From an optimization exercise on the open Yosys and OpenROAD flow, aimed at small area; shortcuts taken in it are not production practice. Function was checked by simulation only, so behaviour that the tests miss may differ from the original. The flow treats the clock pin as an ideal source. Dropping or thinning the clock tree relies on that and would not hold on a real chip. Power figures rest on the tool's default switching activity, not on a simulated workload.

Design esaxi, start of the top module:
module esaxi ( 
   wr_access, wr_packet, rd_access, rd_packet, rr_wait, s_axi_arready,
   s_axi_awready, s_axi_bid, s_axi_bresp, s_axi_bvalid, s_axi_rid,
   s_axi_rdata, s_axi_rlast, s_axi_rresp, s_axi_rvalid, s_axi_wready,
   wr_wait, rd_wait, rr_access, rr_packet, s_axi_aclk, s_axi_aresetn,
   s_axi_arid, s_axi_araddr, s_axi_arburst, s_axi_arcache,
   s_axi_arlock, s_axi_arlen, s_axi_arprot, s_axi_arqos, s_axi_arsize,
   s_axi_arvalid, s_axi_awid, s_axi_awaddr, s_axi_awburst,
   s_axi_awcache, s_axi_awlock, s_axi_awlen, s_axi_awprot,
   s_axi_awqos, s_axi_awsize, s_axi_awvalid, s_axi_bready,
   s_axi_rready, s_axi_wid, s_axi_wdata, s_axi_wlast, s_axi_wstrb,
   s_axi_wvalid
   );
For scale: ~720 cells after synthesis, ~580 I/O pins, roughly 8400 µm² of cells after synthesis.
==> flow/config.mk <==
export PLATFORM = sky130hd
export DESIGN_NAME = esaxi
export DESIGN_NICKNAME = esaxi
export VERILOG_FILES = /design/flow/design.v
export SDC_FILE = /design/flow/constraint.sdc
export NUM_CORES = 4
export LEC_CHECK = 0
export ABC_AREA = 1
export CAP_MARGIN = 20
export CORE_MARGIN = 2
export CORE_UTILIZATION = 25
export PLACE_DENSITY = 0.85
export SLEW_MARGIN = 20
==> flow/constraint.sdc <==
create_clock -name core_clock -period 10.0 [get_ports {s_axi_aclk}]
set_input_delay 2.0000 -clock core_clock [delete_from_list [all_inputs] [get_ports {s_axi_aclk}]]
set_output_delay 2.0000 -clock core_clock [all_outputs]
set_load 0.01 [all_outputs]
standard.sh (not shown) runs the stock make flow with config.mk's settings and CLKGATE_MAP_FILE= SYNTH_SCRIPT=/design/flow/synth_recipe.tcl, a recipe that flattens the netlist after the stock synthesis.
==> flow/flow/run.sh <==
#!/bin/bash
# Standard ORFS layout (bash standard.sh) with these changes to how the layout is made:
#  - synthesis is synth_recipe.tcl unchanged, except that Yosys's abc call maps
#    the logic with flow/area.abc (an area-oriented ABC script);
#  - port buffers use the smallest buffer cell (buf_1);
#  - constant outputs keep the one tie cell per value that synthesis made
#    (no repair_tie_fanout);
#  - the clock tree is built by flow/cts_manual.tcl (a PRE_CTS hook): groups of
#    at most MY_CTS_MAX_SINKS flip-flops, one leaf buffer per group, one root
#    buffer; the rest of the CTS step (legalisation, timing repair) is ORFS's.
set -euo pipefail
here=$(pwd)
export FLOW_SYNTH_TCL="$here/synth_recipe.tcl"
export MY_ABC_SCRIPT="$here/flow/area.abc"
export BUFFER_PORTS_ARGS="-buffer_cell sky130_fd_sc_hd__buf_1"
export SKIP_REPAIR_TIE_FANOUT=1
export PRE_CTS_TCL="$here/flow/cts_manual.tcl"
export MY_CTS_CLOCK=s_axi_aclk
export MY_CTS_LEAF=sky130_fd_sc_hd__clkbuf_8
export MY_CTS_ROOT=sky130_fd_sc_hd__clkbuf_8
export MY_CTS_MAX_SINKS=${MY_CTS_MAX_SINKS:-24}
export MY_CTS_MAX_HP_UM=${MY_CTS_MAX_HP_UM:-60}
bash standard.sh SYNTH_SCRIPT="$here/flow/synth_wrap.tcl" finish > standard_flow.log 2>&1
==> flow/flow/cts_manual.tcl <==
# PRE_CTS hook: build a two-level clock tree by hand, then make the
# clock_tree_synthesis call in cts.tcl a no-op. The flip-flops are split into
# compact groups of at most MY_CTS_MAX_SINKS within a bounding box of at most
# MY_CTS_MAX_HP_UM half-perimeter (recursive cuts across the longer
# side at the sink count's proportion); each group gets a leaf buffer at its
# centre, and one root buffer at the centre of the leaves drives all leaves
# from the clock port.
set cts_max_sinks $::env(MY_CTS_MAX_SINKS)
set db [ord::get_db]
set block [ord::get_db_block]
set leaf_master [$db findMaster $::env(MY_CTS_LEAF)]
set root_master [$db findMaster $::env(MY_CTS_ROOT)]
set clk_net [$block findNet $::env(MY_CTS_CLOCK)]

set sinks {}
foreach it [$clk_net getITerms] {
  set bb [[$it getInst] getBBox]
  lappend sinks [list $it [expr {([$bb xMin] + [$bb xMax]) / 2}] [expr {([$bb yMin] + [$bb yMax]) / 2}]]
}

proc cts_split { sinks maxs maxhp } {
  set n [llength $sinks]
  set xs [lmap s $sinks {lindex $s 1}]
  set ys [lmap s $sinks {lindex $s 2}]
  set w [expr {[tcl::mathfunc::max {*}$xs] - [tcl::mathfunc::min {*}$xs]}]
  set h [expr {[tcl::mathfunc::max {*}$ys] - [tcl::mathfunc::min {*}$ys]}]
  if { $n <= $maxs && $w + $h <= $maxhp } { return [list $sinks] }
  set k [expr {max(2, ($n + $maxs - 1) / $maxs)}]
  set k1 [expr {$k / 2}]
  set axis [expr {$w >= $h ? 1 : 2}]
  set sorted [lsort -integer -index $axis $sinks]
  set n1 [expr {int(round(double($n) * $k1 / $k))}]
  return [concat [cts_split [lrange $sorted 0 [expr {$n1 - 1}]] $maxs $maxhp] \
                 [cts_split [lrange $sorted $n1 end] $maxs $maxhp]]
}

proc cts_place { inst cx cy } {
  set m [$inst getMaster]
  $inst setLocation [expr {$cx - [$m getWidth] / 2}] [expr {$cy - [$m getHeight] / 2}]
  $inst setPlacementStatus PLACED
}

set cts_max_hp [expr {int($::env(MY_CTS_MAX_HP_UM) * [$block getDbUnitsPerMicron])}]
set groups [cts_split $sinks $cts_max_sinks $cts_max_hp]
set root_net [odb::dbNet_create $block "clknet_root"]
$root_net setSigType CLOCK
set i 0
set lx 0
set ly 0
foreach g $groups {
  set cx 0
  set cy 0
  foreach s $g {
    set cx [expr {$cx + [lindex $s 1]}]
    set cy [expr {$cy + [lindex $s 2]}]
  }
  set cx [expr {$cx / [llength $g]}]
  set cy [expr {$cy / [llength $g]}]
  set lx [expr {$lx + $cx}]
  set ly [expr {$ly + $cy}]
  set leaf [odb::dbInst_create $block $leaf_master "clkbuf_leaf_$i"]
  cts_place $leaf $cx $cy
  set net [odb::dbNet_create $block "clknet_leaf_$i"]
  $net setSigType CLOCK
  foreach s $g {
    set it [lindex $s 0]
    $it disconnect
    $it connect $net
  }
  [$leaf findITerm X] connect $net
  [$leaf findITerm A] connect $root_net
  set gx [lmap s $g {lindex $s 1}]
  set gy [lmap s $g {lindex $s 2}]
  set hp [expr {([tcl::mathfunc::max {*}$gx] - [tcl::mathfunc::min {*}$gx] + [tcl::mathfunc::max {*}$gy] - [tcl::mathfunc::min {*}$gy]) / 1000.0}]
  puts "manual CTS: leaf $i with [llength $g] sinks at ($cx, $cy), half-perimeter $hp um"
  incr i
}
set root [odb::dbInst_create $block $root_master "clkbuf_root"]
cts_place $root [expr {$lx / $i}] [expr {$ly / $i}]
[$root findITerm X] connect $root_net
[$root findITerm A] connect $clk_net
$clk_net setSigType CLOCK
puts "manual CTS: $i leaves, root at ([expr {$lx / $i}], [expr {$ly / $i}])"

global_connect
set_propagated_clock [all_clocks]

proc clock_tree_synthesis { args } {
  puts "clock_tree_synthesis skipped: the clock tree was built by cts_manual.tcl"
}
Other scripts of this flow, unchanged in this note and not shown: flow/flow/area.abc, flow/flow/synth_wrap.tcl
Rerun with:
--- a/flow/flow/run.sh
+++ b/flow/flow/run.sh
@@ -16,2 +16,3 @@
 export SKIP_REPAIR_TIE_FANOUT=1
+export PLACE_PINS_ARGS="${MY_PLACE_PINS_ARGS:--min_distance 1 -min_distance_in_tracks}"
 export PRE_CTS_TCL="$here/flow/cts_manual.tcl"
@@ -20,4 +21,4 @@
 export MY_CTS_ROOT=sky130_fd_sc_hd__clkbuf_8
-export MY_CTS_MAX_SINKS=${MY_CTS_MAX_SINKS:-24}
-export MY_CTS_MAX_HP_UM=${MY_CTS_MAX_HP_UM:-60}
+export MY_CTS_MAX_SINKS=${MY_CTS_MAX_SINKS:-18}
+export MY_CTS_MAX_HP_UM=${MY_CTS_MAX_HP_UM:-1000}
 bash standard.sh SYNTH_SCRIPT="$here/flow/synth_wrap.tcl" finish > standard_flow.log 2>&1
CORE_UTILIZATION = 45   (was 25)
Final cell count came out lower by 16%. Synthesized cell count stays the same. Core utilization came out higher by 21 points. Via count came out lower by 1.8%. Total power came out lower by 8.4%. Global-route usage came out higher by 5.9 points. Worst hold slack improved by 22 ps. Fmax is about the same.
Rerun with:
--- a/flow/flow/run.sh
+++ b/flow/flow/run.sh
@@ -16,3 +16,2 @@
 export SKIP_REPAIR_TIE_FANOUT=1
-export PLACE_PINS_ARGS="${MY_PLACE_PINS_ARGS:--min_distance 1 -min_distance_in_tracks}"
 export PRE_CTS_TCL="$here/flow/cts_manual.tcl"
@@ -22,3 +21,2 @@
 export MY_CTS_MAX_SINKS=${MY_CTS_MAX_SINKS:-18}
-export MY_CTS_MAX_HP_UM=${MY_CTS_MAX_HP_UM:-1000}
 bash standard.sh SYNTH_SCRIPT="$here/flow/synth_wrap.tcl" finish > standard_flow.log 2>&1
--- a/flow/flow/cts_manual.tcl
+++ b/flow/flow/cts_manual.tcl
@@ -2,4 +2,3 @@
 # clock_tree_synthesis call in cts.tcl a no-op. The flip-flops are split into
-# compact groups of at most MY_CTS_MAX_SINKS within a bounding box of at most
-# MY_CTS_MAX_HP_UM half-perimeter (recursive cuts across the longer
+# compact groups of at most MY_CTS_MAX_SINKS (recursive cuts across the longer
 # side at the sink count's proportion); each group gets a leaf buffer at its
@@ -20,4 +19,7 @@
 
-proc cts_split { sinks maxs maxhp } {
+proc cts_split { sinks maxs } {
   set n [llength $sinks]
+  if { $n <= $maxs } { return [list $sinks] }
+  set k [expr {($n + $maxs - 1) / $maxs}]
+  set k1 [expr {$k / 2}]
   set xs [lmap s $sinks {lindex $s 1}]
@@ -26,5 +28,2 @@
   set h [expr {[tcl::mathfunc::max {*}$ys] - [tcl::mathfunc::min {*}$ys]}]
-  if { $n <= $maxs && $w + $h <= $maxhp } { return [list $sinks] }
-  set k [expr {max(2, ($n + $maxs - 1) / $maxs)}]
-  set k1 [expr {$k / 2}]
   set axis [expr {$w >= $h ? 1 : 2}]
@@ -32,4 +31,4 @@
   set n1 [expr {int(round(double($n) * $k1 / $k))}]
-  return [concat [cts_split [lrange $sorted 0 [expr {$n1 - 1}]] $maxs $maxhp] \
-                 [cts_split [lrange $sorted $n1 end] $maxs $maxhp]]
+  return [concat [cts_split [lrange $sorted 0 [expr {$n1 - 1}]] $maxs] \
+                 [cts_split [lrange $sorted $n1 end] $maxs]]
 }
@@ -42,4 +41,3 @@
 
-set cts_max_hp [expr {int($::env(MY_CTS_MAX_HP_UM) * [$block getDbUnitsPerMicron])}]
-set groups [cts_split $sinks $cts_max_sinks $cts_max_hp]
+set groups [cts_split $sinks $cts_max_sinks]
 set root_net [odb::dbNet_create $block "clknet_root"]
@@ -71,6 +69,3 @@
   [$leaf findITerm A] connect $root_net
-  set gx [lmap s $g {lindex $s 1}]
-  set gy [lmap s $g {lindex $s 2}]
-  set hp [expr {([tcl::mathfunc::max {*}$gx] - [tcl::mathfunc::min {*}$gx] + [tcl::mathfunc::max {*}$gy] - [tcl::mathfunc::min {*}$gy]) / 1000.0}]
-  puts "manual CTS: leaf $i with [llength $g] sinks at ($cx, $cy), half-perimeter $hp um"
+  puts "manual CTS: leaf $i with [llength $g] sinks at ($cx, $cy)"
   incr i
CORE_UTILIZATION = 25   (was 45)
=> Global-route usage shrinks by 5.8 points. Fmax is lower by 1.5%. Clock skew rose by 11 ps. Area after synthesis does not change. First-iteration DRC count went down by 47%. Sequential cell count does not change. Register-to-register slack is worse by 670 ps. Setup slack is worse by 120 ps.
No run of this note takes its clock network from TritonCTS; it comes from the design's own scripts or RTL.

static timing again, ports no longer ideal:
In the flow no input, the clock included, has a driving cell. The finished layouts below were timed again as built, in two steps. Step 1: set_driving_cell puts a clkbuf_16 on s_axi_aclk and a buf_2 on each other input, an assumption about the parent block. Step 2 adds t to the input delays and takes it off the output delays; t is the mean of the earliest and latest rising clock arrival at the registers after step 1. Input paths then give back, and output paths get back, about the clock's delay inside the block. a / b / c = ideal ports / drivers / drivers and shift; a / b = the first two.
run | t (ns) | setup slack, ns | hold slack, ns
the first run | 0.621 | 2.053 / 2.070 / 1.449 | 0.310 / 0.310 / 0.310
the second run | 0.502 | 2.035 / 2.048 / 1.546 | 0.332 / 0.332 / 0.332
the third run | 0.536 | 1.914 / 1.929 / 1.393 | 0.333 / 0.333 / 0.333
After both steps every run listed still meets setup and hold. For the first run, which loses most, drivers alone change the setup slack by +0.017 ns; drivers and shift together by -0.604 ns.
